Source: an optimization exercise on an open RTL-to-GDS flow (aim: small area, a short achievable clock period and few clock cycles per item). Production flows keep margins and buffers that such runs may drop.
The RTL was checked by simulation tests, not by an equivalence proof against the original design.

[design/flow/config.mk]
export PLATFORM = sky130hd
export DESIGN_NAME = div_iterative
export DESIGN_NICKNAME = div_iterative
export VERILOG_FILES = /design/flow/design.v
export SDC_FILE = /design/flow/constraint.sdc
export NUM_CORES = 4
export LEC_CHECK = 0
export CAP_MARGIN = 20
export CORE_MARGIN = 2
export CORE_UTILIZATION = 40
export SETUP_SLACK_MARGIN = 0.6
export SLEW_MARGIN = 20
[design/flow/constraint.sdc]
create_clock -name core_clock -period 4.0 [get_ports {clk}]
set_input_delay 0.8000 -clock core_clock [delete_from_list [all_inputs] [get_ports {clk}]]
set_output_delay 0.8000 -clock core_clock [all_outputs]
set_load 0.01 [all_outputs]
[design/flow/flow/run.sh]
#!/bin/bash
# The standard layout, with buf_2 cells (not the default delay buffers) as
# the port buffers, and without mapping adders to full/half-adder cells
# before ABC. Everything else is the standard flow.
set -euo pipefail
export BUFFER_PORTS_ARGS="-buffer_cell sky130_fd_sc_hd__buf_2"
export ADDER_MAP_FILE=
bash standard.sh > standard.log 2>&1
[design/flow/design.v]
module div_control (
    input  logic       clk,
    input  logic       rst_n,
    input  logic       valid_in,
    input  logic       ready_in,
    input  logic       last,      
    input  logic       none,      
    output logic       load,
    output logic       align,
    output logic       step,
    output logic       ready_out,
    output logic       valid_out
);
    localparam logic [1:0] IDLE = 2'd0, ALIGN = 2'd1, ITER = 2'd2, DONE = 2'd3;
    logic [1:0] state, next_state;
    always_ff @(posedge clk or negedge rst_n) begin
        if (!rst_n)
            state <= IDLE;
        else
            state <= next_state;
    end
    assign ready_out = (state == IDLE) || ((state == DONE) && ready_in);
    assign load      = ready_out && valid_in;
    assign align     = (state == ALIGN);
    assign step      = (state == ITER);
    assign valid_out = (state == DONE);
    always_comb begin
        next_state = state;
        case (state)
            IDLE:  if (valid_in) next_state = none ? DONE : ALIGN;
            ALIGN: next_state = ITER;
            ITER:  if (last) next_state = DONE;
            DONE:  if (ready_in) next_state = valid_in ? (none ? DONE : ALIGN) : IDLE;
        endcase
    end
endmodule
module div_datapath #(
    parameter int NW = 8
) (
    input  logic        clk,
    input  logic        load,
    input  logic        align,
    input  logic        step,
    input  logic [31:0] dividend,
    input  logic [31:0] divisor,
    output logic        last,
    output logic        none,
    output logic [31:0] quotient,
    output logic [31:0] remainder
);
    logic [31:0]   d;       
    logic          nar;     
    logic [31:0]   rem;     
    logic [31:0]   dq;      
    logic [4:0]    cnt;     
    function automatic logic [4:0] lead(input logic [31:0] x);
        logic [15:0] v1; logic [15:0]     p1;
        logic [7:0]  v2; logic [7:0][1:0] p2;
        logic [3:0]  v3; logic [3:0][2:0] p3;
        logic [1:0]  v4; logic [1:0][3:0] p4;
        for (int i = 0; i < 16; i++) begin
            v1[i] = x[2*i+1] | x[2*i];
            p1[i] = x[2*i+1];
        end
        for (int i = 0; i < 8; i++) begin
            v2[i] = v1[2*i+1] | v1[2*i];
            p2[i] = v1[2*i+1] ? {1'b1, p1[2*i+1]} : {1'b0, p1[2*i]};
        end
        for (int i = 0; i < 4; i++) begin
            v3[i] = v2[2*i+1] | v2[2*i];
            p3[i] = v2[2*i+1] ? {1'b1, p2[2*i+1]} : {1'b0, p2[2*i]};
        end
        for (int i = 0; i < 2; i++) begin
            v4[i] = v3[2*i+1] | v3[2*i];
            p4[i] = v3[2*i+1] ? {1'b1, p3[2*i+1]} : {1'b0, p3[2*i]};
        end
        lead = v4[1] ? {1'b1, p4[1]} : {1'b0, p4[0]};
    endfunction
    function automatic logic [31:0] smear(input logic [31:0] x);
        logic [31:0] t;
        t = x;
        t = t | (t >> 1);
        t = t | (t >> 2);
        t = t | (t >> 4);
        t = t | (t >> 8);
        t = t | (t >> 16);
        smear = t;
    endfunction
    function automatic logic [4:0] sub5(input logic [4:0] x, input logic [4:0] y);
        logic [4:0] g, p, c;
        g = x & ~y;                  
        p = x ^ ~y;                  
        c[0] = 1'b1;
        c[1] = g[0] | p[0];
        c[2] = g[1] | (p[1] & g[0]) | (p[1] & p[0]);
        c[3] = g[2] | (p[2] & g[1]) | (p[2] & p[1] & g[0]) | (p[2] & p[1] & p[0]);
        c[4] = g[3] | (p[3] & g[2]) | (p[3] & p[2] & g[1]) | (p[3] & p[2] & p[1] & g[0])
             | (p[3] & p[2] & p[1] & p[0]);
        sub5 = p ^ c;
    endfunction
    logic [4:0]  pa, pb, s;
    logic        bz;
    assign pa   = lead(dividend);
    assign pb   = lead(divisor);
    assign bz   = (divisor == 32'd0);
    assign none = bz | (|(divisor & ~smear(dividend)));
    assign s    = sub5(pa, pb);
    logic [4:0]  ss;
    assign ss = nar ? {cnt[4:1], 1'b1} : cnt;
    logic [31:0] rt [0:5];
    assign rt[0] = {rem[0], rem[31:1]};
    for (genvar i = 0; i < 5; i++) begin : g_rt
        assign rt[i+1] = ss[i] ? {rt[i][(1<<i)-1:0], rt[i][31:(1<<i)]} : rt[i];
    end
    logic [31:0] lowmask;
    assign lowmask = 32'h7FFF_FFFF >> ss;
    logic [32:0] rs;
    logic [33:0] diff;
    logic        qbit;
    assign rs   = {rem, dq[31]};
    assign diff = {1'b0, rs} - {2'b0, d};
    assign qbit = ~diff[33];
    logic [NW+1:0] nrs;
    logic [NW+2:0] e1, e2, e3;
    logic [1:0]    nq;
    logic [NW-1:0] nrem;
    logic [NW+1:0] d3;
    assign d3  = {2'b0, d[NW-1:0]} + {1'b0, d[NW-1:0], 1'b0};
    assign nrs = {rem[NW-1:0], dq[31:30]};
    assign e1  = {1'b0, nrs} - {3'b0, d[NW-1:0]};
    assign e2  = {1'b0, nrs} - {2'b0, d[NW-1:0], 1'b0};
    assign e3  = {1'b0, nrs} - {1'b0, d3};
    always_comb begin
        if (!e3[NW+2])      begin nq = 2'd3; nrem = e3[NW-1:0];  end
        else if (!e2[NW+2]) begin nq = 2'd2; nrem = e2[NW-1:0];  end
        else if (!e1[NW+2]) begin nq = 2'd1; nrem = e1[NW-1:0];  end
        else                begin nq = 2'd0; nrem = nrs[NW-1:0]; end
    end
    always_ff @(posedge clk) begin
        if (load) begin
            d   <= divisor;
            nar <= (divisor[31:NW] == '0);
            rem <= dividend;
            dq  <= {32{bz}};
            cnt <= s;
        end else if (align) begin
            rem <= rt[5] & lowmask;
            dq  <= rt[5] & ~lowmask;
            cnt <= nar ? {1'b0, ss[4:1]} : ss;
        end else if (step) begin
            if (nar) begin
                rem[NW-1:0] <= nrem;
                dq          <= {dq[29:0], nq};
            end else begin
                rem <= qbit ? diff[31:0] : rs[31:0];
                dq  <= {dq[30:0], qbit};
            end
            cnt <= cnt - 5'd1;
        end
    end
    assign last      = (cnt == 5'd0);
    assign quotient  = dq;
    assign remainder = rem;
endmodule
module div_iterative (
    input  logic        clk,
    input  logic        rst_n,
    input  logic        valid_in,
    output logic        ready_out,
    input  logic [31:0] dividend,
    input  logic [31:0] divisor,
    output logic        valid_out,
    input  logic        ready_in,
    output logic [31:0] quotient,
    output logic [31:0] remainder
);
    logic load;
    logic align;
    logic step;
    logic last;
    logic none;
    div_control ctrl (
        .clk       (clk),
        .rst_n     (rst_n),
        .valid_in  (valid_in),
        .ready_in  (ready_in),
        .last      (last),
        .none      (none),
        .load      (load),
        .align     (align),
        .step      (step),
        .ready_out (ready_out),
        .valid_out (valid_out)
    );
    div_datapath data (
        .clk       (clk),
        .load      (load),
        .align     (align),
        .step      (step),
        .dividend  (dividend),
        .divisor   (divisor),
        .last      (last),
        .none      (none),
        .quotient  (quotient),
        .remainder (remainder)
    );
endmodule
[design/flow/standard.sh]
#!/bin/bash
# synth_recipe.tcl (not shown) runs the flow's synth.tcl, then flattens the netlist and writes it again
# the make line also repeats each setting of config.mk as NAME=value (left out here)
make -C /OpenROAD-flow-scripts/flow DESIGN_CONFIG=/design/flow/config.mk WORK_HOME=/design/flow/orfs CLKGATE_MAP_FILE= SYNTH_SCRIPT=/design/flow/synth_recipe.tcl "${@:-finish}"
==> results of run 1 <==
[layout by cell type, fill, tap and decap left out, drive strengths merged, types with 9 or more instances in the layout]
master | Yosys | layout
nand2 | 82 | 82
a221oi | 10 | 10
o21bai | 12 | 12
maj3 | 26 | 26
clkbuf | 52 | 9
and3 | 12 | 12
inv | 57 | 61
o21ai | 80 | 80
a31oi | 23 | 23
o211ai | 16 | 16
nor2 | 129 | 129
nand4 | 9 | 9
buf | 47 | 234
nor2b | 41 | 41
nand3 | 24 | 24
mux2i | 158 | 158
or3 | 12 | 12
a21boi | 10 | 10
nor3 | 27 | 27
xor2 | 27 | 27
o221ai | 34 | 34
a2111oi | 9 | 9
a21oi | 84 | 84
a22oi | 20 | 20
nand2b | 51 | 51
o22ai | 9 | 9
edfxtp | 102 | 102
a21o | 9 | 9
xnor2 | 80 | 80
and2 | 9 | 9
nor4 | 18 | 18
[state kept, by name, summed over array words and instances, names as in the netlist, named ones only]
name and count:
data.dq 32, data.cnt 4, data.rem 32, data.nar 1, data.d 32, ctrl.state 2
[repair_timing]
| action | CTS | global route |
|---|---|---|
| setup buffers | 3 | 35 |
| hold endpoints to repair | 0 | 0 |
| resized for setup | 4 | 51 |
| hold buffers | 0 | 0 |
| pin swaps | 0 | 8 |
| endpoints found under the setup margin | 7 | 32 |
[cell families after synthesis]
family                     share of synthesized area, %
muxes                                              15.0
DFF                                                26.7
adders and majority gates                          2.27
xor gates and xnor gates                           8.05
buffers and inverters                              5.49
and+or+nand+nor                                    19.5
AOI/OAI and AO/OA                                  22.9
[worst paths after layout]
| kind | startpoint | endpoint | slack, ns | cells past startpoint |
|---|---|---|---|---|
| worst max-delay path | data.rem[22] | data.rem[31] | 0.66 | 10 |
| worst min-delay path | rst_n | ctrl.state[1] | 0.20 | 1 |
| worst max register to register | data.rem[22] | data.rem[31] | 0.66 | 10 |
| worst min register to register | ctrl.state[0] | ctrl.state[0] | 0.55 | 1 |
| max in group asynchronous | rst_n | ctrl.state[0] | 3.71 | 1 |
| min in group core_clock | ctrl.state[0] | ctrl.state[0] | 0.55 | 1 |
[layout make-up]
| cell class | count | area [µm²] | share of cell area, % |
|---|---|---|---|
| multi-input cells | 1135 | 8210 | 59.8 |
| flip-flops and latches | 104 | 3110 | 22.7 |
| repair buffers | 234 | 1440 | 10.5 |
| well taps | 384 | 480 | 3.50 |
| clock buffers | 9 | 225 | 1.64 |
| inverters | 57 | 214 | 1.56 |
| clock inverters | 7 | 51.3 | 0.374 |
[through the flow]
| step | worst slack (ns) | instance area, µm² | utilization [%] |
|---|---|---|---|
| after floorplan | 0.694 | 11600 | - |
| after global placement | 0.296 | 12900 | 44.8 |
| after detailed placement | 0.332 | 12900 | 44.8 |
| after CTS | 0.512 | 13200 | 45.9 |
| after global routing | 0.503 | 13700 | 47.8 |
| final | 0.663 | 13700 | 47.8 |
[worst reg2reg max path: stages (launching register included)]
cell and delay [ns]:
edfxtp_1 0.51, buf_4 0.19, maj3_2 0.30, maj3_2 0.35, a2111o_1 0.52, a211oi_4 0.26, a221oi_1 0.19, or3_1 0.38
a21oi_1 0.18, xnor2_1 0.14, o21ai_1 0.07
[per-layer routing]
layer	vias to the layer above	routed length, µm	GRT usage, %
met3	85	3430	4.00
met1	5813	20100	40.9
li1	5536	-	-
met5	-	0	0
met2	583	19300	42.5
met4	0	1340	9.41
==> impl_metrics.env, run 1 <==
export IMPL_outcome="complete, no violations"
export IMPL_synth_most_common_cell="mux2i_1"
export IMPL_synth_edff_count=102
export IMPL_hp_class="input pin to async pin"
export IMPL_synth_area_leaders="edfxtp_1 26%, mux2i_1 14%, xnor2_1 6.0%, nor2_1 4.1%, a21oi_1 3.6%"
export IMPL_synth_warnings=3
export IMPL_io_buffers=133
export IMPL_synth_area_leader_cell="edfxtp_1"
export IMPL_finClkSkew_ns=0.0102
export IMPL_pin_count=134
export IMPL_fin_crit_ns=3.34
export IMPL_nNetsFinal=1609
export IMPL_synthTopCellsByCount="158 x mux2i_1, 127 x nor2_1, 102 x edfxtp_1"
export IMPL_hpwl_um=33800
export IMPL_synth_top_area_share_pct=26.3
export IMPL_gr_total_overflow=0
export IMPL_wl_per_cell_um=22.9
export IMPL_finalHoldViolCount=0
export IMPL_firstDrtPassIters=6
export IMPL_clkSinkCount=104
export IMPL_die_x_um=175
export IMPL_async_reset_ff_share_pct=1.92
export IMPL_viasPerCell=6.23
export IMPL_core_area_mm2=0.0287
export IMPL_critical_path_cell_chain="buf_4 -> maj3_2 -> maj3_2 -> a2111o_1 -> a211oi_4 -> a221oi_1 -> or3_1 -> a21oi_1 -> xnor2_1 -> o21ai_1"
export IMPL_rsz0062_at_grt="true"
export IMPL_fillers=2829
export IMPL_ys_seq_area_share_pct=26.7
export IMPL_syn_inst=1395
export IMPL_grt_pass1_wl_um=66300
export IMPL_num_vias=12000
export IMPL_cts_root_buf="clkbuf_16"
export IMPL_path_delay_family="compound AO/OA/AOI/OAI gates"
export IMPL_drive_gt1_share_pct=21.2
export IMPL_crit_buf_inv=1
export IMPL_maxSlewViolCount=0
export IMPL_cts_buffers=9
export IMPL_clk_latency_ns=0.37
export IMPL_relSlewSlack_pct=29.8
export IMPL_setup_tns_ns=0
export IMPL_clk_pin_slew_worst_paths_ns=0.08
export IMPL_critPathArrivalTime_ns=3.44
export IMPL_grt_pass1_vias=10900
export IMPL_htreeDepth=3
export IMPL_antenna_found_initial=0
export IMPL_grt_use_total_pct=28.1
export IMPL_tightest_slew_ns=1.05
export IMPL_endpoint_kind="flip-flop"
export IMPL_gp_congestion=0.959
export IMPL_clk_path_buf_depth=2
export IMPL_ant_nets=0
export IMPL_hold_ws_ns=0.195
export IMPL_fmax_mhz=300
export IMPL_cp_max_fo=6
export IMPL_num_rows=62
export IMPL_wirelength_um=44200
export IMPL_areaGrowthSynthToFinish_pct=17.9
export IMPL_grt_max_degree=45
export IMPL_initial_core_util_pct=40.6
export IMPL_finalNonFillerCells=1930
export IMPL_synthFlopType="edfxtp_1"
export IMPL_finalSetupViolCount=0
export IMPL_slowest_stage="a2111o_1"
export IMPL_cts_tree="yes"
export IMPL_period_share_pct=83.4
export IMPL_syn_num_nets=1463
export IMPL_ys_ff_latch=104
export IMPL_dp_cells=1876
export IMPL_start_kind="flip-flop"
export IMPL_cp_required_ns=4.11
export IMPL_drc=0
export IMPL_avgSynthCellArea_um2=8.35
export IMPL_synth_cell_types=90
export IMPL_insertedDiodeCount=0
export IMPL_drt_iter0_drc=1531
export IMPL_cp_common_cell="maj3_2"
export IMPL_max_stage_delay_ns=0.52
export IMPL_syn_cell_area_mm2=0.0116
export IMPL_dieArea_mm2=0.0305
export IMPL_cap_viol_max_count=0
export IMPL_chipHeight_um=175
export IMPL_worstSetupPathType="flip-flop to flip-flop"
Testbench counts, summed over its fixed seeds: cycles 16,103, items 3,200.
==> inputs of run 2 (changes only) <==
==> design/flow/flow/run.sh (replaced) <==
#!/bin/bash
# The standard layout, with buf_2 cells (not the default delay buffers) as
# the port buffers. Everything else is the standard flow.
set -euo pipefail
export BUFFER_PORTS_ARGS="-buffer_cell sky130_fd_sc_hd__buf_2"
bash standard.sh > standard.log 2>&1
--- a/design/flow/config.mk
+++ b/design/flow/config.mk
@@ -9,4 +9,4 @@
 export CORE_MARGIN = 2
 export CORE_UTILIZATION = 40
-export SETUP_SLACK_MARGIN = 0.6
+export SETUP_SLACK_MARGIN = 1.0
 export SLEW_MARGIN = 20
==> run 2 against run 1 <==
Net effect:
- critical path depth rose by 5
- global-route usage down 0.23 points
- worst setup slack improved by 0.092 ns
- critical path type is now input pin to flip-flop
==> impl_metrics.env, run 2 <==
export IMPL_critPathArrivalTime_ns=3.35
export IMPL_syn_num_nets=1352
export IMPL_synthFlopType="edfxtp_1"
export IMPL_synth_area_leaders="edfxtp_1 28%, mux2i_1 11%, ha_1 7.1%, mux4_2 5.9%, a21oi_1 4.9%"
export IMPL_clk_path_buf_depth=2
export IMPL_wirelength_um=40700
export IMPL_cts_tree="yes"
export IMPL_cp_required_ns=4.11
export IMPL_period_share_pct=81.1
export IMPL_async_reset_ff_share_pct=1.92
export IMPL_maxSlewViolCount=0
export IMPL_viasPerCell=6.27
export IMPL_final_cell_mix="128 x buf_2, 112 x mux2i_1, 102 x edfxtp_1"
export IMPL_setup_tns_ns=0
export IMPL_relSlewSlack_pct=42.6
export IMPL_num_rows=60
export IMPL_worstSetupPathType="input pin to flip-flop"
export IMPL_drc=0
export IMPL_ys_seq_area_share_pct=28.3
export IMPL_max_stage_delay_ns=0.30
export IMPL_insertedDiodeCount=0
export IMPL_ant_nets=0
export IMPL_finalSetupViolCount=0
export IMPL_syn_inst=1213
export IMPL_cp_max_fo=6
export IMPL_clkSinkCount=104
export IMPL_pin_count=134
export IMPL_initial_core_util_pct=40.8
export IMPL_outcome="complete, no violations"
export IMPL_final_common_cell="buf_2"
export IMPL_dp_cells=1665
export IMPL_grt_max_degree=64
export IMPL_hpwl_um=30400
export IMPL_gr_total_overflow=0
export IMPL_synth_area_leader_cell="edfxtp_1"
export IMPL_slowest_stage="nor4_2"
export IMPL_cts_root_buf="clkbuf_16"
export IMPL_tightest_slew_ns=0.858
export IMPL_num_vias=11000
export IMPL_synth_most_common_cell="mux2i_1"
export IMPL_synth_cell_types=76
export IMPL_nNetsFinal=1543
export IMPL_synth_edff_count=102
export IMPL_synthTopCellsByCount="117 x mux2i_1, 107 x a21oi_1, 102 x edfxtp_1"
export IMPL_grt_pass1_wl_um=61300
export IMPL_fmax_mhz=308
export IMPL_die_x_um=170
export IMPL_stdcell_area_mm2=0.0138
export IMPL_gp_congestion=0.947
export IMPL_drive_gt1_share_pct=30.5
export IMPL_chipHeight_um=170
export IMPL_dieArea_mm2=0.0288
export IMPL_ys_ff_latch=104
export IMPL_io_buffers=133
export IMPL_clk_latency_ns=0.37
export IMPL_endpoint_kind="flip-flop"
export IMPL_fin_crit_ns=3.25
export IMPL_hold_ws_ns=0.199
export IMPL_clk_pin_slew_worst_paths_ns=0.08
export IMPL_core_area_mm2=0.0270
export IMPL_grt_pass1_vias=10300
export IMPL_critical_path_cell_chain="buf_2 -> nor4_2 -> and3_2 -> nand3_1 -> nor2_4 -> a21oi_1 -> a32oi_2 -> ha_4 -> o21ai_2 -> nand2b_1 -> a21oi_2 -> inv_1 -> a21oi_2 -> xnor2_1 -> o22ai_1"
export IMPL_finClkSkew_ns=0.0107
export IMPL_grt_use_total_pct=27.8
export IMPL_finalNonFillerCells=1750
export IMPL_rsz0062_at_grt="true"
export IMPL_post_route_util_pct=51.2
export IMPL_start_kind="input pin"
export IMPL_cts_buffers=9
export IMPL_wl_per_cell_um=23.3
export IMPL_antenna_found_initial=0
export IMPL_firstDrtPassIters=7
export IMPL_cp_common_cell="a21oi_2"
export IMPL_finalHoldViolCount=0
export IMPL_top_regs="data.d x32, data.dq x32, data.rem x32"
export IMPL_synth_warnings=3
export IMPL_postCtsHoldBufs=0
export IMPL_cap_viol_max_count=0
export IMPL_drt_iter0_drc=1157
export IMPL_areaGrowthSynthToFinish_pct=25.6
export IMPL_placed_area_mm2=0.0122
export IMPL_htreeDepth=3
export IMPL_avgSynthCellArea_um2=9.06
export IMPL_fillers=2561
export IMPL_syn_cell_area_mm2=0.0110
export IMPL_hp_class="input pin to async pin"
export IMPL_synth_top_area_share_pct=27.9
==> run 2: cell types whose count changed after synthesis, moves of 16 or more <==
cell / delta
nor2b_1: -31
nor2_1: -26
xnor2_1: -56
buf_1: -16
mux4_2: +27
inv_1: +24
a22oi_1: -17
maj3_1: -23
mux2i_1: -41
a21oi_1: +24
nand2b_1: -35
ha_1: +62
==> run 2: kinds of logic after synthesis <==
kind of cell,Yosys count,synth area share (%)
mux,153,17.3
simple gates,319,13.6
flops,104,28.3
fa+ha+maj,71,8.70
compound gates,375,22.9
buf+inv,147,5.59
xor+xnor,44,3.51
==> run 2: area by class of cell <==
| type | instances | area, µm² | area share [%] |
|---|---|---|---|
| clock inverter | 7 | 93.8 | 0.680 |
| tap | 341 | 427 | 3.09 |
| sequential | 104 | 3110 | 22.6 |
| inverter | 79 | 302 | 2.19 |
| multi-input combinational | 962 | 7930 | 57.5 |
| clock buffer | 9 | 225 | 1.63 |
| timing repair buffer | 248 | 1710 | 12.4 |
==> run 2: critical path, delay by kind of cell <==
kind            cells  cell delay, ns
compound gates      6            0.88
xor+xnor            1            0.13
fa+ha+maj           1            0.25
buf+inv             2            0.20
simple gates        5            1.10
==> run 2: final timing paths <==
kind | start | end | slack [ns] | cells after the start
min in group core_clock | divisor[21] | data.d[21] | 0.60 | 1
min | rst_n | ctrl.state[0] | 0.20 | 1
max reg2reg | data.d[0] | data.rem[28] | 0.92 | 12
max in group asynchronous | rst_n | ctrl.state[0] | 3.70 | 1
max | dividend[30] | data.cnt[4] | 0.75 | 15
min reg2reg | ctrl.state[0] | ctrl.state[0] | 0.65 | 2
==> run 2: metrics by stage <==
step | setup WS [ns]
3_5_place_dp | 0.123
5_1_grt | 0.585
3_3_place_gp | 0.121
4_1_cts | 0.718
6_report | 0.755
2_1_floorplan | 0.702
==> run 2: layer usage <==
metal / wire (µm) / up-vias / GRT usage, %
met5: 0 / - / 0
met1: 17800 / 5304 / 39.6
met4: 1290 / 0 / 7.92
met2: 18400 / 541 / 43.9
li1: - / 5049 / -
met3: 3240 / 75 / 4.34
==> run 2: repair_timing <==
action | CTS | global route
gates resized for setup | 80 | 105
pin swaps | 30 | 45
gates cloned | 1 | 1
setup endpoints to repair | 66 | 66
buffers inserted | 37 | 30
==> inputs of run 3 (changes only) <==
--- a/design/flow/config.mk
+++ b/design/flow/config.mk
@@ -9,4 +9,3 @@
 export CORE_MARGIN = 2
 export CORE_UTILIZATION = 40
-export SETUP_SLACK_MARGIN = 1.0
 export SLEW_MARGIN = 20
==> run 3 against run 2 <==
Net effect:
- non-clock buffer count shrank 56
- flip-flop and latch count did not move
- final cell count down 3.1%
- core utilization down 4.7 points
- worst setup slack got worse by 0.35 ns
- sequential share of layout area grew 2.3 points
- final area fell by 9.2%
- wire length fell by 2.7%
- highest routed layer unchanged
==> impl_metrics.env, run 3 <==
export IMPL_hold_ws_ns=0.193
export IMPL_finalSetupViolCount=0
export IMPL_htreeDepth=3
export IMPL_cts_buffers=9
export IMPL_finClkSkew_ns=0.0137
export IMPL_clk_path_buf_depth=2
export IMPL_dp_slack_ns=0.103
export IMPL_clk_pin_slew_worst_paths_ns=0.08
export IMPL_io_buffers=133
export IMPL_ys_seq_area_share_pct=28.3
export IMPL_cp_max_fo=4
export IMPL_hpwl_um=31300
export IMPL_drt_iter0_drc=1170
export IMPL_final_common_cell="buf_2"
export IMPL_pin_count=134
export IMPL_num_vias=10600
export IMPL_rsz0062_at_grt="false"
export IMPL_relSlewSlack_pct=45.7
export IMPL_viasPerCell=6.23
export IMPL_finalHoldViolCount=0
export IMPL_r2r_cells=11
export IMPL_grt_max_degree=64
export IMPL_grt_use_total_pct=27.4
export IMPL_syn_cell_area_mm2=0.0110
export IMPL_grt_pass1_wl_um=60000
export IMPL_fin_crit_ns=3.59
export IMPL_ys_ff_latch=104
export IMPL_reg2reg_setup_slack_ns=0.43
export IMPL_dp_cells=1678
export IMPL_tightest_slew_ns=0.814
export IMPL_antenna_found_initial=1
export IMPL_top_regs="data.d x32, data.dq x32, data.rem x32"
export IMPL_firstDrtPassIters=5
export IMPL_synth_cell_types=76
export IMPL_synthTopCellsByCount="117 x mux2i_1, 107 x a21oi_1, 102 x edfxtp_1"
export IMPL_areaGrowthSynthToFinish_pct=14.1
export IMPL_final_cell_mix="133 x buf_2, 117 x mux2i_1, 107 x a21oi_1"
export IMPL_r2r_start="data.d[2]"
export IMPL_nNetsFinal=1487
export IMPL_drc=0
export IMPL_synthFlopType="edfxtp_1"
export IMPL_post_cts_resized=0
export IMPL_fmax_mhz=278
export IMPL_synth_area_leader_cell="edfxtp_1"
export IMPL_avgSynthCellArea_um2=9.06
export IMPL_post_cts_buffers=0
export IMPL_gp_congestion=0.943
export IMPL_cts_tree="yes"
export IMPL_timing_final_ws_setup_ns=0.405
export IMPL_syn_num_nets=1352
export IMPL_critPathArrivalTime_ns=3.70
export IMPL_fillers=2652
export IMPL_maxSlewViolCount=0
export IMPL_drive_gt1_share_pct=19.1
export IMPL_synth_most_common_cell="mux2i_1"
export IMPL_initial_core_util_pct=40.8
export IMPL_wirelength_um=39600
export IMPL_cp_required_ns=4.10
export IMPL_die_x_um=170
export IMPL_finalNonFillerCells=1695
export IMPL_clk_latency_ns=0.37
export IMPL_start_kind="input pin"
export IMPL_setup_tns_ns=0
export IMPL_regArea_mm2=0.00311
export IMPL_ant_nets=0
export IMPL_endpoint_kind="flip-flop"
export IMPL_timing_rr_end="data.rem[0]"
export IMPL_hp_class="input pin to async pin"
export IMPL_period_share_pct=89.9
export IMPL_worstSetupPathType="input pin to flip-flop"
export IMPL_synth_edff_count=102
export IMPL_outcome="complete, no violations"
export IMPL_cap_viol_max_count=0
export IMPL_dieArea_mm2=0.0288
export IMPL_wl_per_cell_um=23.4
export IMPL_synth_warnings=3
export IMPL_chipHeight_um=170
export IMPL_synth_area_leaders="edfxtp_1 28%, mux2i_1 11%, ha_1 7.1%, mux4_2 5.9%, a21oi_1 4.9%"
export IMPL_num_rows=60
export IMPL_postCtsHoldBufs=0
export IMPL_multi_input_area_mm2=0.00727
export IMPL_gr_total_overflow=0
export IMPL_cts_root_buf="clkbuf_16"
export IMPL_clkSinkCount=104
export IMPL_async_reset_ff_share_pct=1.92
export IMPL_synth_top_area_share_pct=27.9
export IMPL_core_area_mm2=0.0270
export IMPL_syn_inst=1213
export IMPL_grt_pass1_vias=9896
-- run 3: cell counts after synthesis --
Identical to the previous run, type by type.
-- run 3: worst max-delay path by stage --
stage	start	to	slack, ns	depth (start not counted)
detailed placement	dividend[6]	data.cnt[4]	0.10	17
global route	divisor[5]	data.cnt[4]	0.15	17
finish	dividend[6]	data.cnt[4]	0.41	17
CTS	dividend[6]	data.cnt[4]	0.49	17
global placement	dividend[4]	data.cnt[4]	0.07	16
floorplan	divisor[21]	data.cnt[4]	0.54	15
-- run 3: layer usage --
layer / global-route usage, % / up-vias / share of wire, % / wire length [µm]
li1: - / 4916 / - / -
met1: 38.8 / 5080 / 44 / 17500
met2: 44.6 / 510 / 46 / 18400
met3: 3.10 / 52 / 7.3 / 2900
met4: 6.95 / 0 / 2.1 / 844
met5: 0 / - / 0 / 0
-- run 3: layout make-up --
cell class,instances,area share [%]
antenna,1,0.0200
clock buffer,10,1.83
clock inverter,6,0.339
inverter,79,2.37
multi-input combinational,962,58.1
sequential,104,24.8
tap,341,3.40
timing repair buffer,192,9.15
-- run 3: worst max-delay path: stages --
cell	delay, ns
buf_2	0.13
nor2_1	0.25
o31ai_1	0.15
a21boi_0	0.41
o31ai_1	0.11
a21boi_0	0.24
o31ai_1	0.11
a21boi_0	0.19
o31ai_1	0.09
ha_1	0.32
o21ai_0	0.09
nand2b_1	0.11
a21oi_1	0.23
inv_1	0.06
a21oi_1	0.17
xnor2_1	0.14
o22ai_1	0.09
-- run 3: logic make-up (layout without fill, tap and decap cells) --
| group | after synthesis | after routing | share of synthesized area (%) |
|---|---|---|---|
| AOI/OAI and AO/OA | 375 | 375 | 22.9 |
| DFF | 104 | 104 | 28.3 |
| other | 0 | 1 | 0 |
| buffers and inverters | 147 | 287 | 5.59 |
| and+or+nand+nor | 319 | 319 | 13.6 |
| adders and majority gates | 71 | 71 | 8.70 |
| muxes | 153 | 153 | 17.3 |
| xor gates and xnor gates | 44 | 44 | 3.51 |
-- run 3: through the flow --
step	instance area, µm²	util (%)
CTS	12500	46.5
detailed placement	12300	45.5
floorplan	11000	-
global route	12500	46.5
global placement	12300	45.5
finish	12500	46.5
==> inputs of run 4 (changes only) <==
--- a/design/flow/config.mk
+++ b/design/flow/config.mk
@@ -9,3 +9,4 @@
 export CORE_MARGIN = 2
 export CORE_UTILIZATION = 40
+export SETUP_SLACK_MARGIN = 0.8
 export SLEW_MARGIN = 20
==> run 4 against run 3 <==
Net effect:
- still clean
- critical path depth is 1 lower
- via count is 1.5% higher
- maximum frequency is 12% higher
- flip-flop and latch count stayed put
- core utilization is 2.4 points higher
- register-to-register slack better by 0.42 ns
- final cell count is 1.7% higher
- die area stayed put
==> impl_metrics.env, run 4 <==
export IMPL_finClkSkew_ns=0.0162
export IMPL_die_x_um=170
export IMPL_start_kind="input pin"
export IMPL_cts_root_buf="clkbuf_16"
export IMPL_synth_edff_count=102
export IMPL_endpoint_kind="flip-flop"
export IMPL_clkSinkCount=104
export IMPL_synth_top_area_share_pct=27.9
export IMPL_final_cell_mix="130 x buf_2, 115 x mux2i_1, 102 x edfxtp_1"
export IMPL_syn_num_nets=1352
export IMPL_num_vias=10700
export IMPL_critPathArrivalTime_ns=3.30
export IMPL_drive_gt1_share_pct=25.5
export IMPL_antenna_found_initial=0
export IMPL_maxSlewViolCount=0
export IMPL_worstSetupPathType="input pin to flip-flop"
export IMPL_tightest_slew_ns=0.903
export IMPL_viasPerCell=6.21
export IMPL_multi_input_area_mm2=0.00763
export IMPL_chipHeight_um=170
export IMPL_gr_total_overflow=0
export IMPL_setup_tns_ns=0
export IMPL_hold_ws_ns=0.203
export IMPL_ys_ff_latch=104
export IMPL_htreeDepth=3
export IMPL_cap_viol_max_count=0
export IMPL_wirelength_um=39700
export IMPL_wl_per_cell_um=23.0
export IMPL_synth_most_common_cell="mux2i_1"
export IMPL_synth_cell_types=76
export IMPL_async_reset_ff_share_pct=1.92
export IMPL_clk_path_buf_depth=2
export IMPL_cts_buffers=9
export IMPL_dieArea_mm2=0.0288
export IMPL_grt_use_total_pct=27.3
export IMPL_grt_max_degree=64
export IMPL_pin_count=134
export IMPL_num_rows=60
export IMPL_timing_final_ws_setup_ns=0.803
export IMPL_outcome="complete, no violations"
export IMPL_grt_pass1_vias=10100
export IMPL_finalSetupViolCount=0
export IMPL_synthFlopType="edfxtp_1"
export IMPL_regArea_mm2=0.00311
export IMPL_grt_pass1_wl_um=60000
export IMPL_fmax_mhz=313
export IMPL_finalHoldViolCount=0
export IMPL_io_buffers=133
export IMPL_relSlewSlack_pct=39.7
export IMPL_dp_slack_ns=0.121
export IMPL_synthTopCellsByCount="117 x mux2i_1, 107 x a21oi_1, 102 x edfxtp_1"
export IMPL_rsz0062_at_grt="true"
export IMPL_avgSynthCellArea_um2=9.06
export IMPL_clk_pin_slew_worst_paths_ns=0.08
export IMPL_synth_area_leader_cell="edfxtp_1"
export IMPL_fin_crit_ns=3.20
export IMPL_firstDrtPassIters=7
export IMPL_cts_tree="yes"
export IMPL_synth_area_leaders="edfxtp_1 28%, mux2i_1 11%, ha_1 7.1%, mux4_2 5.9%, a21oi_1 4.9%"
export IMPL_clk_latency_ns=0.37
export IMPL_drt_iter0_drc=1120
export IMPL_nNetsFinal=1517
export IMPL_ys_seq_area_share_pct=28.3
export IMPL_ant_nets=0
export IMPL_syn_cell_area_mm2=0.0110
export IMPL_cp_required_ns=4.10
export IMPL_insertedDiodeCount=0
export IMPL_initial_core_util_pct=40.8
export IMPL_drc=0
export IMPL_cp_max_fo=5
export IMPL_final_common_cell="buf_2"
export IMPL_areaGrowthSynthToFinish_pct=19.9
export IMPL_hp_class="input pin to async pin"
export IMPL_postCtsHoldBufs=0
export IMPL_hpwl_um=30400
export IMPL_core_area_mm2=0.0270
export IMPL_gp_congestion=0.951
export IMPL_synth_warnings=3
export IMPL_fillers=2594
export IMPL_period_share_pct=79.9
export IMPL_syn_inst=1213
export IMPL_top_regs="data.d x32, data.dq x32, data.rem x32"
-- run 4: cell counts after synthesis --
No cell type changed its count.
-- run 4: layout make-up --
cell class | count | area share (%)
Inverter | 79 | 2.25
Clock buffer | 9 | 1.71
Sequential cell | 104 | 23.6
Tap cell | 341 | 3.24
Clock inverter | 7 | 0.466
Timing Repair Buffer | 221 | 10.7
Multi-Input combinational cell | 963 | 58.0
-- run 4: final timing paths --
check / to / cells past startpoint / from / slack (ns)
min in group core_clock: data.d[21] / 1 / divisor[21] / 0.61
max reg2reg: data.rem[3] / 10 / data.rem[9] / 0.85
max in group asynchronous: ctrl.state[0] / 1 / rst_n / 3.70
min: ctrl.state[1] / 1 / rst_n / 0.20
max: data.cnt[4] / 16 / dividend[4] / 0.80
min reg2reg: ctrl.state[0] / 2 / ctrl.state[0] / 0.66
-- run 4: worst max-delay path, stage by stage --
cell and delay, ns:
buf_2 0.15, o31ai_4 0.29, a21boi_2 0.12, o31ai_2 0.19
a21boi_1 0.10, o31ai_2 0.28, a21boi_1 0.10, o31ai_1 0.24
ha_1 0.32, o21ai_2 0.07, nand2b_1 0.09, a21oi_2 0.15
inv_1 0.06, a21oi_2 0.13, xnor2_1 0.12, o22ai_1 0.10
-- run 4: layer usage --
| layer | vias up | share of wire [%] | global-route usage (%) | routed length [µm] |
|---|---|---|---|---|
| li1 | 4979 | - | - | - |
| met1 | 5122 | 44 | 38.3 | 17300 |
| met2 | 536 | 45 | 43.1 | 17900 |
| met3 | 75 | 8.0 | 3.64 | 3170 |
| met4 | 0 | 3.3 | 9.96 | 1290 |
| met5 | - | 0 | 0 | 0 |
-- run 4: timing repair --
item	CTS	global route
endpoints found under the setup margin	35	37
cloned	1	0
pin swaps	11	20
resized for setup	21	66
setup buffers	12	33
-- run 4: cell families (layout without fill, tap and decap cells) --
group	count (synthesis)	in the layout	synth area share, %
buffers and inverters	147	316	5.59
flip-flops	104	104	28.3
XOR/XNOR	44	44	3.51
multiplexers	153	153	17.3
AND/OR/NAND/NOR	319	319	13.6
AO/OA/AOI/OAI	375	376	22.9
adder cells (fa/ha/maj)	71	71	8.70
-- run 4: through the flow --
| stage | std cells | cell area, µm² | util [%] |
|---|---|---|---|
| floorplan | 1213 | 11000 | - |
| global placement | 1662 | 12200 | 45.1 |
| detailed placement | 1662 | 12200 | 45.1 |
| CTS | 1691 | 12700 | 46.9 |
| global route | 1724 | 13200 | 48.9 |
| finish | 1724 | 13200 | 48.9 |
==> inputs of run 5 (changes only) <==
--- a/design/flow/config.mk
+++ b/design/flow/config.mk
@@ -6,7 +6,8 @@
 export NUM_CORES = 4
 export LEC_CHECK = 0
+export ABC_AREA = 1
 export CAP_MARGIN = 20
 export CORE_MARGIN = 2
 export CORE_UTILIZATION = 40
-export SETUP_SLACK_MARGIN = 0.8
+export SETUP_SLACK_MARGIN = 0.6
 export SLEW_MARGIN = 20
==> run 5 against run 4 <==
Net effect:
- still clean on timing, DRC and antenna
- maximum frequency rose by 2.0%
- non-clock buffer count fell by 63
- die area rose by 13%
- critical path depth rose by 3
==> impl_metrics.env, run 5 <==
export IMPL_finalNonFillerCells=2421
export IMPL_outcome="complete, no violations"
export IMPL_synth_most_common_cell="nand2_1"
export IMPL_final_cell_mix="518 x nand2_1, 294 x nand3_1, 234 x inv_1"
export IMPL_synth_edff_count=102
export IMPL_max_stage_delay_ns=0.33
export IMPL_clk_latency_ns=0.37
export IMPL_wl_per_cell_um=21.8
export IMPL_nNetsFinal=2158
export IMPL_drive_gt1_share_pct=13.3
export IMPL_finClkSkew_ns=0.00948
export IMPL_fmax_mhz=319
export IMPL_drt_iter0_drc=1448
export IMPL_antenna_found_initial=2
export IMPL_cp_max_fo=6
export IMPL_period_share_pct=78.3
export IMPL_wirelength_um=52900
export IMPL_grt_pass1_vias=13100
export IMPL_critical_path_cell_chain="buf_2 -> inv_1 -> nand2_1 -> nor2_1 -> nand2_1 -> nor2_4 -> inv_1 -> nor2_1 -> nand2_1 -> o311ai_1 -> ha_1 -> a21oi_1 -> nand2_1 -> a21o_1 -> nand2_1 -> inv_1 -> nor2_1 -> xnor2_1 -> o21ai_0"
export IMPL_post_route_util_pct=44.9
export IMPL_hpwl_um=43200
export IMPL_ys_ff_latch=104
export IMPL_synth_top_area_share_pct=24.7
export IMPL_syn_num_nets=2053
export IMPL_synth_cell_types=55
export IMPL_setup_tns_ns=0
export IMPL_async_reset_ff_share_pct=1.92
export IMPL_grt_pass1_wl_um=78700
export IMPL_ys_seq_area_share_pct=25.1
export IMPL_chipHeight_um=180
export IMPL_gr_total_overflow=0
export IMPL_htreeDepth=3
export IMPL_slowest_stage="ha_1"
export IMPL_num_rows=64
export IMPL_cp_common_cell="nand2_1"
export IMPL_pin_count=134
export IMPL_avgSynthCellArea_um2=6.48
export IMPL_synthFlopType="edfxtp_1"
export IMPL_top_regs="data.d x32, data.dq x32, data.rem x32"
export IMPL_finalHoldViolCount=0
export IMPL_endpoint_kind="flip-flop"
export IMPL_initial_core_util_pct=40.6
export IMPL_maxSlewViolCount=0
export IMPL_core_area_mm2=0.0306
export IMPL_rsz0062_at_grt="false"
export IMPL_clk_pin_slew_worst_paths_ns=0.07
export IMPL_hold_ws_ns=0.200
export IMPL_finalSetupViolCount=0
export IMPL_hp_class="input pin to async pin"
export IMPL_synthTopCellsByCount="518 x nand2_1, 294 x nand3_1, 235 x inv_1"
export IMPL_grt_use_total_pct=31.8
export IMPL_die_x_um=180
export IMPL_worstSetupPathType="input pin to flip-flop"
export IMPL_fin_crit_ns=3.13
export IMPL_critPathArrivalTime_ns=3.25
export IMPL_cp_required_ns=4.12
export IMPL_relSlewSlack_pct=42.4
export IMPL_synth_area_leaders="edfxtp_1 25%, nand2_1 16%, nand3_1 12%, inv_1 7.1%, ha_1 6.3%"
export IMPL_start_kind="input pin"
export IMPL_cts_tree="yes"
export IMPL_clkSinkCount=104
export IMPL_cap_viol_max_count=0
export IMPL_syn_inst=1914
export IMPL_dp_slack_ns=0.436
export IMPL_cts_buffers=9
export IMPL_syn_cell_area_mm2=0.0124
export IMPL_clk_path_buf_depth=2
export IMPL_gp_congestion=1.01
export IMPL_dp_cells=2404
export IMPL_grt_max_degree=63
export IMPL_drc=0
export IMPL_firstDrtPassIters=6
export IMPL_ant_nets=0
export IMPL_cts_root_buf="clkbuf_16"
export IMPL_dieArea_mm2=0.0324
export IMPL_timing_final_ws_setup_ns=0.867
export IMPL_synth_area_leader_cell="edfxtp_1"
export IMPL_viasPerCell=5.76
export IMPL_areaGrowthSynthToFinish_pct=10.6
export IMPL_fillers=3324
export IMPL_final_common_cell="nand2_1"
export IMPL_tightest_slew_ns=0.864
export IMPL_io_buffers=133
export IMPL_num_vias=13900
export IMPL_synth_warnings=3
==> run 5: changes by cell type in the layout (fill, tap and decap cells not counted), moves of 32 or more <==
cell / change
buf_4: -60
o21ai_2: +33
nand3_1: +266
nand4_1: +32
nand2_1: +438
inv_1: +160
mux2i_1: -115
nor2_1: +53
==> run 5: final cells by class <==
| cell class | instances | area (µm²) | area share, % |
|---|---|---|---|
| Clock inverter | 4 | 22.5 | 0.164 |
| Antenna cell | 2 | 5.00 | 0.0365 |
| Sequential cell | 104 | 3110 | 22.7 |
| Multi-Input combinational cell | 1500 | 8030 | 58.5 |
| Inverter | 246 | 931 | 6.78 |
| Timing Repair Buffer | 158 | 891 | 6.49 |
| Tap cell | 396 | 495 | 3.61 |
| Clock buffer | 11 | 233 | 1.70 |
==> run 5: worst max-delay path: cells and delay by family <==
kind | cells | cell delay, ns
AOI/OAI and AO/OA | 4 | 0.50
xor gates and xnor gates | 1 | 0.12
adders and majority gates | 1 | 0.33
buffers and inverters | 4 | 0.36
and+or+nand+nor | 9 | 1.14
==> run 5: through the flow <==
step / cell area (µm²)
3_3_place_gp: 13400
4_1_cts: 13700
5_1_grt: 13700
2_1_floorplan: 12400
3_5_place_dp: 13400
6_report: 13700
==> run 5: per-layer routing <==
| layer | GRT usage [%] | share of wire, % | vias up |
|---|---|---|---|
| met2 | 50.0 | 44 | 637 |
| li1 | - | - | 6699 |
| met5 | 0 | 0 | - |
| met3 | 5.86 | 8.5 | 74 |
| met4 | 11.6 | 3.5 | 0 |
| met1 | 43.6 | 44 | 6528 |
==> run 5: worst paths after layout <==
path | startpoint | endpoint | slack [ns] | cells past startpoint
min in group core_clock | divisor[26] | data.d[26] | 0.62 | 1
max in group asynchronous | rst_n | ctrl.state[1] | 3.71 | 1
hold reg to reg | ctrl.state[0] | ctrl.state[0] | 0.62 | 2
setup / recovery | divisor[26] | data.cnt[4] | 0.87 | 19
setup reg to reg | data.dq[31] | data.rem[28] | 0.87 | 16
hold / removal | rst_n | ctrl.state[0] | 0.20 | 1
==> run 5: repair_timing <==
action	CTS	global route
hold buffers	0	0
gates resized for setup	0	6
buffers inserted	0	0
endpoints found under the setup margin	0	15
==> run 5: cells by family (layout without fill, tap and decap cells) <==
family                   Yosys count  after routing  synth area share, %
buffers and inverters            310            419                 10.3
AND/OR/NAND/NOR                 1088           1088                 39.1
other                              0              2                    0
XOR/XNOR                          24             24                 1.69
flip-flops                       104            104                 25.1
adder cells (fa/ha/maj)           71             71                 7.71
AO/OA/AOI/OAI                    317            317                 16.1
==> inputs of run 6 (changes only) <==
--- a/design/flow/config.mk
+++ b/design/flow/config.mk
@@ -6,5 +6,4 @@
 export NUM_CORES = 4
 export LEC_CHECK = 0
-export ABC_AREA = 1
 export CAP_MARGIN = 20
 export CORE_MARGIN = 2
==> run 6 against run 5 <==
Net effect:
- clock-buffer cell count down 2
- hold slack improved by 0.010 ns
- first-iteration DRC count is 29% lower
- via count down 24%
- core utilization rose by 2.4 points
- highest routed layer unchanged
- final area is 7.2% lower
- global-route usage decreased by 4.4 points
- clock skew increased by 0.0062 ns
- critical path depth is 9 lower
==> impl_metrics.env, run 6 <==
export IMPL_finalNonFillerCells=1697
export IMPL_htreeDepth=3
export IMPL_tightest_slew_ns=0.949
export IMPL_clk_latency_ns=0.37
export IMPL_setup_tns_ns=0
export IMPL_grt_pass1_wl_um=60500
export IMPL_regArea_mm2=0.00311
export IMPL_endpoint_kind="flip-flop"
export IMPL_worstSetupPathType="flip-flop to flip-flop"
export IMPL_post_route_util_pct=47.2
export IMPL_wirelength_um=39700
export IMPL_final_cell_mix="132 x buf_2, 117 x mux2i_1, 102 x a21oi_1, 102 x edfxtp_1, 98 x nor2_1"
export IMPL_period_share_pct=82.5
export IMPL_grt_max_degree=64
export IMPL_clk_pin_slew_worst_paths_ns=0.08
export IMPL_drive_gt1_share_pct=21.1
export IMPL_top_regs="data.d x32, data.dq x32, data.rem x32"
export IMPL_finClkSkew_ns=0.0157
export IMPL_drt_iter0_drc=1028
export IMPL_wl_per_cell_um=23.4
export IMPL_final_common_cell="buf_2"
export IMPL_synthTopCellsByCount="117 x mux2i_1, 107 x a21oi_1, 102 x edfxtp_1"
export IMPL_ys_ff_latch=104
export IMPL_clkSinkCount=104
export IMPL_viasPerCell=6.24
export IMPL_num_vias=10600
export IMPL_synthFlopType="edfxtp_1"
export IMPL_synth_cell_types=76
export IMPL_fillers=2631
export IMPL_finalSetupViolCount=0
export IMPL_pin_count=134
export IMPL_antenna_found_initial=0
export IMPL_synth_most_common_cell="mux2i_1"
export IMPL_synth_area_leaders="edfxtp_1 28%, mux2i_1 11%, ha_1 7.1%, mux4_2 5.9%, a21oi_1 4.9%"
export IMPL_dieArea_mm2=0.0288
export IMPL_core_area_mm2=0.0270
export IMPL_finalHoldViolCount=0
export IMPL_cp_required_ns=4.13
export IMPL_postCtsHoldBufs=0
export IMPL_cp_max_fo=9
export IMPL_hp_class="input pin to async pin"
export IMPL_synth_top_area_share_pct=27.9
export IMPL_io_buffers=133
export IMPL_grt_pass1_vias=10100
export IMPL_top_usage_layer="met2"
export IMPL_multi_input_area_mm2=0.00737
export IMPL_synth_warnings=3
export IMPL_start_kind="flip-flop"
export IMPL_dp_cells=1671
export IMPL_areaGrowthSynthToFinish_pct=15.9
export IMPL_use_met3_pct=3.43
export IMPL_synth_area_leader_cell="edfxtp_1"
export IMPL_globalRouteMet1Util_pct=38.7
export IMPL_slowest_stage="edfxtp_1"
export IMPL_cap_viol_max_count=0
export IMPL_die_x_um=170
export IMPL_maxSlewViolCount=0
export IMPL_syn_cell_area_mm2=0.0110
export IMPL_drc=0
export IMPL_grt_use_met2_pct=43.3
export IMPL_cts_buffers=9
export IMPL_grt_use_total_pct=27.4
export IMPL_firstDrtPassIters=5
export IMPL_outcome="complete, no violations"
export IMPL_relSlewSlack_pct=35.1
export IMPL_fin_crit_ns=3.30
export IMPL_synth_edff_count=102
export IMPL_critical_path_cell_chain="ha_1 -> nand2_1 -> nor4_2 -> o21ai_4 -> a31oi_4 -> a2bb2oi_4 -> buf_12 -> buf_4 -> or2_2 -> o21a_1"
export IMPL_critPathArrivalTime_ns=3.43
export IMPL_ant_nets=0
export IMPL_avgSynthCellArea_um2=9.06
export IMPL_cts_tree="yes"
export IMPL_nNetsFinal=1491
export IMPL_syn_num_nets=1352
export IMPL_chipHeight_um=170
export IMPL_insertedDiodeCount=0
export IMPL_gr_total_overflow=0
export IMPL_fmax_mhz=303
export IMPL_num_rows=60
export IMPL_gp_congestion=0.937
export IMPL_initial_core_util_pct=40.8
export IMPL_hpwl_um=31000
export IMPL_max_stage_delay_ns=0.56
export IMPL_cts_root_buf="clkbuf_16"
export IMPL_syn_inst=1213
export IMPL_clk_path_buf_depth=2
export IMPL_rsz0062_at_grt="true"
export IMPL_ys_seq_area_share_pct=28.3
export IMPL_async_reset_ff_share_pct=1.92
## run 6: worst max-delay path: cells and delay by family, from the launching register on
family                   cells  cell delay (ns)
AO/OA/AOI/OAI                4             0.84
adder cells (fa/ha/maj)      1             0.51
buffers and inverters        2             0.32
flip-flops                   1             0.56
AND/OR/NAND/NOR              3             0.84
## run 6: layout make-up
type / instances / area share, %
Clock buffer: 9 / 1.77
Clock inverter: 6 / 0.855
Inverter: 79 / 2.33
Multi-Input combinational cell: 962 / 57.9
Sequential cell: 104 / 24.5
Tap cell: 341 / 3.35
Timing Repair Buffer: 196 / 9.36
## run 6: through the flow
stage	hold WS (ns)	area (µm²)	setup WS (ns)
floorplan	0.504	11000	0.618
global placement	0.598	12200	0.116
detailed placement	0.594	12200	0.116
CTS	0.208	12600	0.606
global route	0.209	12700	0.553
finish	0.210	12700	0.700
## run 6: worst paths after layout
kind / startpoint / to / slack, ns / depth (start not counted)
worst max-delay path: data.rem[12] / data.rem[27] / 0.70 / 10
worst min-delay path: rst_n / ctrl.state[1] / 0.21 / 1
worst max register to register: data.rem[12] / data.rem[27] / 0.70 / 10
worst min register to register: ctrl.state[0] / ctrl.state[0] / 0.66 / 2
max in group asynchronous: rst_n / ctrl.state[0] / 3.69 / 1
min in group core_clock: divisor[21] / data.d[21] / 0.63 / 1
## run 6: routing by layer
metal  routed length, µm  vias up
met3                2740       72
met5                   0        -
li1                    -     4926
met1               17800     5115
met2               17900      483
met4                1240        0
## run 6: timing repair
item                                    4_1_cts  5_1_grt
cloned                                        0        0
pin swaps                                     2       16
endpoints found under the setup margin       26       23
buffers inserted                              1       10
gates resized for setup                       3       30
## run 6: logic make-up (layout without fill, tap and decap cells)
| family | after synthesis | in the layout | share of synthesized area [%] |
|---|---|---|---|
| multiplexers | 153 | 153 | 17.3 |
| buffers and inverters | 147 | 290 | 5.59 |
| AO/OA/AOI/OAI | 375 | 375 | 22.9 |
| flip-flops | 104 | 104 | 28.3 |
| AND/OR/NAND/NOR | 319 | 319 | 13.6 |
| adder cells (fa/ha/maj) | 71 | 71 | 8.70 |
| XOR/XNOR | 44 | 44 | 3.51 |
==> inputs of run 7 (changes only) <==
--- a/design/flow/config.mk
+++ b/design/flow/config.mk
@@ -8,5 +8,5 @@
 export CAP_MARGIN = 20
 export CORE_MARGIN = 2
-export CORE_UTILIZATION = 40
-export SETUP_SLACK_MARGIN = 0.6
+export CORE_UTILIZATION = 50
+export GPL_TIMING_DRIVEN = 1
 export SLEW_MARGIN = 20
==> run 7 against run 6 <==
Net effect:
- synthesized cell count did not move
- final cell count is 3.8% lower
- maximum frequency down 8.4%
- via count increased by 0.84%
- critical path type is now input pin to flip-flop
- critical endpoint is now data.cnt[4]
==> impl_metrics.env, run 7 <==
export IMPL_syn_inst=1213
export IMPL_fmax_mhz=278
export IMPL_top_usage_layer="met2"
export IMPL_fin_crit_ns=3.60
export IMPL_critical_path_cell_chain="buf_2 -> or4_1 -> buf_4 -> nor2_1 -> nand2_1 -> o41ai_1 -> ha_1 -> o21ai_0 -> nand2b_1 -> a21oi_1 -> inv_1 -> a21oi_1 -> xnor2_1 -> o22ai_1"
export IMPL_ys_ff_latch=104
export IMPL_slowest_stage="o41ai_1"
export IMPL_grt_pass1_wl_um=60600
export IMPL_core_area_mm2=0.0217
export IMPL_antenna_found_initial=0
export IMPL_finalHoldViolCount=0
export IMPL_synth_area_leaders="edfxtp_1 28%, mux2i_1 11%, ha_1 7.1%, mux4_2 5.9%, a21oi_1 4.9%"
export IMPL_num_rows=54
export IMPL_hp_class="input pin to async pin"
export IMPL_cts_buffers=9
export IMPL_clk_path_buf_depth=2
export IMPL_synth_cell_types=76
export IMPL_hold_ws_ns=0.195
export IMPL_initial_core_util_pct=50.7
export IMPL_post_cts_buffers=0
export IMPL_grt_use_met2_pct=54.3
export IMPL_crit_buf_inv=3
export IMPL_grt_use_total_pct=33.4
export IMPL_drive_gt1_share_pct=19.2
export IMPL_max_stage_delay_ns=0.56
export IMPL_r2r_start="data.dq[31]"
export IMPL_cp_required_ns=4.10
export IMPL_wirelength_um=39100
export IMPL_synthFlopType="edfxtp_1"
export IMPL_placed_area_mm2=0.0122
export IMPL_outcome="complete, no violations"
export IMPL_drc=0
export IMPL_path_delay_family="compound AO/OA/AOI/OAI gates"
export IMPL_io_buffers=133
export IMPL_clk_pin_slew_worst_paths_ns=0.08
export IMPL_endpoint_kind="flip-flop"
export IMPL_insertedDiodeCount=0
export IMPL_grt_max_degree=64
export IMPL_globalRouteMet1Util_pct=45.0
export IMPL_dp_cells=1616
export IMPL_relSlewSlack_pct=36.3
export IMPL_avgSynthCellArea_um2=9.06
export IMPL_r2r_cells=13
export IMPL_finalSetupViolCount=0
export IMPL_die_x_um=152
export IMPL_top_regs="data.d x32, data.dq x32, data.rem x32"
export IMPL_synth_area_leader_cell="edfxtp_1"
export IMPL_finalNonFillerCells=1632
export IMPL_finClkSkew_ns=0.0151
export IMPL_synth_warnings=3
export IMPL_post_cts_resized=0
export IMPL_cp_max_fo=5
export IMPL_htreeDepth=3
export IMPL_use_met3_pct=5.92
export IMPL_final_common_cell="buf_2"
export IMPL_cap_viol_max_count=0
export IMPL_chipHeight_um=152
export IMPL_syn_num_nets=1352
export IMPL_ant_nets=0
export IMPL_period_share_pct=90.1
export IMPL_final_cell_mix="133 x buf_2, 117 x mux2i_1, 107 x a21oi_1"
export IMPL_clk_latency_ns=0.38
export IMPL_stdcell_area_mm2=0.0125
export IMPL_gp_congestion=0.962
export IMPL_firstDrtPassIters=5
export IMPL_synth_edff_count=102
export IMPL_rsz0062_at_grt="false"
export IMPL_syn_cell_area_mm2=0.0110
export IMPL_cts_tree="yes"
export IMPL_hpwl_um=30600
export IMPL_postCtsHoldBufs=0
export IMPL_async_reset_ff_share_pct=1.92
export IMPL_clkSinkCount=104
export IMPL_synthTopCellsByCount="117 x mux2i_1, 107 x a21oi_1, 102 x edfxtp_1"
export IMPL_fillers=2062
export IMPL_areaGrowthSynthToFinish_pct=13.5
export IMPL_setup_tns_ns=0
export IMPL_maxSlewViolCount=0
export IMPL_tightest_slew_ns=0.952
export IMPL_critPathArrivalTime_ns=3.70
export IMPL_reg2reg_setup_slack_ns=0.41
export IMPL_synth_top_area_share_pct=27.9
export IMPL_ys_seq_area_share_pct=28.3
export IMPL_drt_iter0_drc=1113
export IMPL_synth_most_common_cell="mux2i_1"
export IMPL_timing_rr_end="data.rem[28]"
export IMPL_wl_per_cell_um=24.0
export IMPL_worstSetupPathType="input pin to flip-flop"
export IMPL_pin_count=134
export IMPL_cts_root_buf="clkbuf_16"
export IMPL_grt_pass1_vias=10300
export IMPL_num_vias=10700
export IMPL_gr_total_overflow=0
export IMPL_cp_common_cell="a21oi_1"
export IMPL_nNetsFinal=1486
export IMPL_viasPerCell=6.55
export IMPL_dieArea_mm2=0.0232
export IMPL_start_kind="input pin"
-- run 7: worst max-delay path by stage --
stage,start,end,slack (ns),cells past startpoint
after floorplan,divisor[21],data.cnt[4],0.54,15
after global placement,dividend[2],data.cnt[4],0.12,17
after detailed placement,divisor[21],data.cnt[4],0.06,14
after CTS,data.d[2],data.rem[0],0.44,11
after global routing,divisor[5],data.cnt[4],0.08,17
final,divisor[21],data.cnt[4],0.40,14
-- run 7: through the flow --
step           util [%]  setup slack, ns
2_1_floorplan         -            0.536
3_3_place_gp       56.1            0.123
3_5_place_dp       56.1           0.0633
4_1_cts            57.5            0.440
5_1_grt            57.5           0.0849
6_report           57.5            0.398
-- run 7: layout make-up --
class	instances	area [µm²]	area share, %
clock buffer	9	225	1.81
clock inverter	7	73.8	0.592
inverter	79	297	2.38
multi-input combinational	962	7270	58.3
sequential	104	3110	25.0
tap	280	350	2.81
timing repair buffer	191	1140	9.13
-- run 7: cell families (layout without fill, tap and decap cells) --
kind of cell | after synthesis | after routing | synth area share (%)
buffers and inverters | 147 | 286 | 5.59
XOR/XNOR | 44 | 44 | 3.51
multiplexers | 153 | 153 | 17.3
adder cells (fa/ha/maj) | 71 | 71 | 8.70
AND/OR/NAND/NOR | 319 | 319 | 13.6
AO/OA/AOI/OAI | 375 | 375 | 22.9
flip-flops | 104 | 104 | 28.3
-- run 7: per-layer routing --
metal | share of wire (%) | routed length, µm
met1 | 42 | 16400
met2 | 47 | 18200
met3 | 8.2 | 3200
met4 | 3.4 | 1320
met5 | 0 | 0
==> inputs of run 8 (changes only) <==
--- a/design/flow/config.mk
+++ b/design/flow/config.mk
@@ -6,7 +6,7 @@
 export NUM_CORES = 4
 export LEC_CHECK = 0
-export CAP_MARGIN = 20
+export CAP_MARGIN = 0
 export CORE_MARGIN = 2
-export CORE_UTILIZATION = 50
-export GPL_TIMING_DRIVEN = 1
-export SLEW_MARGIN = 20
+export CORE_UTILIZATION = 40
+export SETUP_SLACK_MARGIN = 0.6
+export SLEW_MARGIN = 0
==> run 8 against run 7 <==
Net effect:
- still clean
- synthesized cell count unchanged
- final area up 2.1%
- hold slack better by 0.016 ns
- non-clock buffer count up 5
- wire length up 1.4%
- maximum frequency up 9.2%
- area after synthesis unchanged
- critical endpoint is now data.rem[27]
==> impl_metrics.env, run 8 <==
export IMPL_pin_count=134
export IMPL_worstSetupPathType="flip-flop to flip-flop"
export IMPL_drc=0
export IMPL_wl_per_cell_um=23.4
export IMPL_avgSynthCellArea_um2=9.06
export IMPL_dieArea_mm2=0.0288
export IMPL_hold_ws_ns=0.211
export IMPL_post_route_util_pct=47.2
export IMPL_tightest_slew_ns=1.18
export IMPL_relSlewSlack_pct=21.3
export IMPL_synth_simple_gate_area_share_pct=13.6
export IMPL_final_cell_mix="132 x buf_2, 117 x mux2i_1, 102 x a21oi_1, 102 x edfxtp_1, 98 x nor2_1"
export IMPL_clk_path_buf_depth=2
export IMPL_gp_congestion=0.937
export IMPL_initial_core_util_pct=40.8
export IMPL_nNetsFinal=1491
export IMPL_core_area_mm2=0.0270
export IMPL_ys_seq_area_share_pct=28.3
export IMPL_synth_area_leaders="edfxtp_1 28%, mux2i_1 11%, ha_1 7.1%, mux4_2 5.9%, a21oi_1 4.9%"
export IMPL_r2r_start="data.rem[12]"
export IMPL_cp_required_ns=4.13
export IMPL_slowest_stage="edfxtp_1"
export IMPL_synth_xor_area_share_pct=3.51
export IMPL_finClkSkew_ns=0.0156
export IMPL_syn_cell_area_mm2=0.0110
export IMPL_fmax_mhz=303
export IMPL_clk_pin_slew_worst_paths_ns=0.08
export IMPL_grt_max_degree=64
export IMPL_synth_warnings=3
export IMPL_critical_path_cell_chain="ha_1 -> nand2_1 -> nor4_2 -> o21ai_4 -> a31oi_4 -> a2bb2oi_4 -> buf_12 -> buf_4 -> or2_2 -> o21a_1"
export IMPL_grt_pass1_wl_um=60500
export IMPL_synthTopCellsByCount="117 x mux2i_1, 107 x a21oi_1, 102 x edfxtp_1"
export IMPL_cts_root_buf="clkbuf_16"
export IMPL_timing_rr_end="data.rem[27]"
export IMPL_insertedDiodeCount=0
export IMPL_gr_total_overflow=0
export IMPL_critPathArrivalTime_ns=3.42
export IMPL_max_stage_delay_ns=0.56
export IMPL_finalHoldViolCount=0
export IMPL_firstDrtPassIters=5
export IMPL_outcome="complete, no violations"
export IMPL_postCtsHoldBufs=0
export IMPL_drt_iter0_drc=1028
export IMPL_start_kind="flip-flop"
export IMPL_setup_tns_ns=0
export IMPL_synth_edff_count=102
export IMPL_syn_inst=1213
export IMPL_clk_latency_ns=0.37
## run 8: metrics by stage
stage	instance area (µm²)	worst slack [ns]	std cells
6_report	12700	0.702	1697
5_1_grt	12700	0.553	1697
4_1_cts	12600	0.606	1687
3_5_place_dp	12200	0.116	1671
3_3_place_gp	12200	0.116	1671
2_1_floorplan	11000	0.618	1213
## run 8: per-layer routing
metal,up-vias,GRT usage (%),share of wire (%)
li1,4928,-,-
met1,5112,38.7,45
met2,479,43.3,45
met3,68,3.43,6.9
met4,0,9.40,3.1
met5,-,0,0
## run 8: cells by family after synthesis
logic type                 count (synthesis)
AOI/OAI and AO/OA                        375
xor gates and xnor gates                  44
adders and majority gates                 71
buffers and inverters                    147
DFF                                      104
muxes                                    153
and+or+nand+nor                          319
## run 8: worst register-to-register path: cells and delay by family, from the launching register on
family	cells	cell delay, ns
AND/OR/NAND/NOR	3	0.84
adder cells (fa/ha/maj)	1	0.51
buffers and inverters	2	0.32
AO/OA/AOI/OAI	4	0.84
flip-flops	1	0.56
## run 8: cell type report
type / instances / area, µm² / share of cell area [%]
well taps: 341 / 427 / 3.35
flip-flops and latches: 104 / 3110 / 24.5
clock buffers: 9 / 225 / 1.77
inverters: 79 / 297 / 2.33
repair buffers: 196 / 1190 / 9.36
clock inverters: 6 / 109 / 0.855
multi-input cells: 962 / 7370 / 57.9
## run 8: worst max-delay path by stage
stage | to | slack [ns] | start
after floorplan | data.cnt[4] | 0.62 | divisor[21]
after global placement | data.cnt[4] | 0.12 | dividend[4]
after detailed placement | data.cnt[4] | 0.12 | dividend[4]
after CTS | data.rem[27] | 0.61 | data.d[1]
after global routing | data.cnt[4] | 0.55 | dividend[2]
final | data.rem[27] | 0.70 | data.rem[12]
## run 8: repair_timing
action                     4_1_cts  5_1_grt
setup endpoints to repair       26       23
buffers inserted                 1       10
pin swaps                        2       16
gates resized for setup          3       30

## what the ideal ports hide
The flow's constraints put no driver on any port. The routed layouts listed below were extracted and timed again, unchanged, in two steps.
Step 1, drivers: a clkbuf_16 drives clk and a buf_2 each remaining input, both assumed.
Step 2 times the ports against the registers' clock, not the clock port: input delays grow and output delays shrink by t, the midpoint of the rising clock arrivals with the driver on.
Three values: ideal ports, drivers, drivers and shift; two values: the first two.
| run | t, ns | setup WS [ns] | worst slew at a driven data input, ns | cell pins on the clock port's net |
|---|---|---|---|---|
| run 1 | 0.420 | 0.663 / 0.663 / 0.410 | 0.04 | 1 |
| run 2 | 0.416 | 0.755 / 0.775 / 0.359 | 0.05 | 1 |
| run 3 | 0.415 | 0.405 / 0.431 / 0.020 | 0.04 | 1 |
| run 4 | 0.413 | 0.803 / 0.835 / 0.422 | 0.05 | 1 |
| run 5 | 0.415 | 0.867 / 0.869 / 0.477 | 0.06 | 1 |
| run 6 | 0.412 | 0.700 / 0.700 / 0.362 | 0.04 | 1 |
| run 7 | 0.418 | 0.398 / 0.410 / 0.005 | 0.04 | 1 |
| run 8 | 0.412 | 0.702 / 0.702 / 0.367 | 0.04 | 1 |
After both steps setup and hold are still met in every run listed. The setup slack of run 2, which loses most, moves by +0.020 ns with the drivers and by -0.396 ns with both steps.
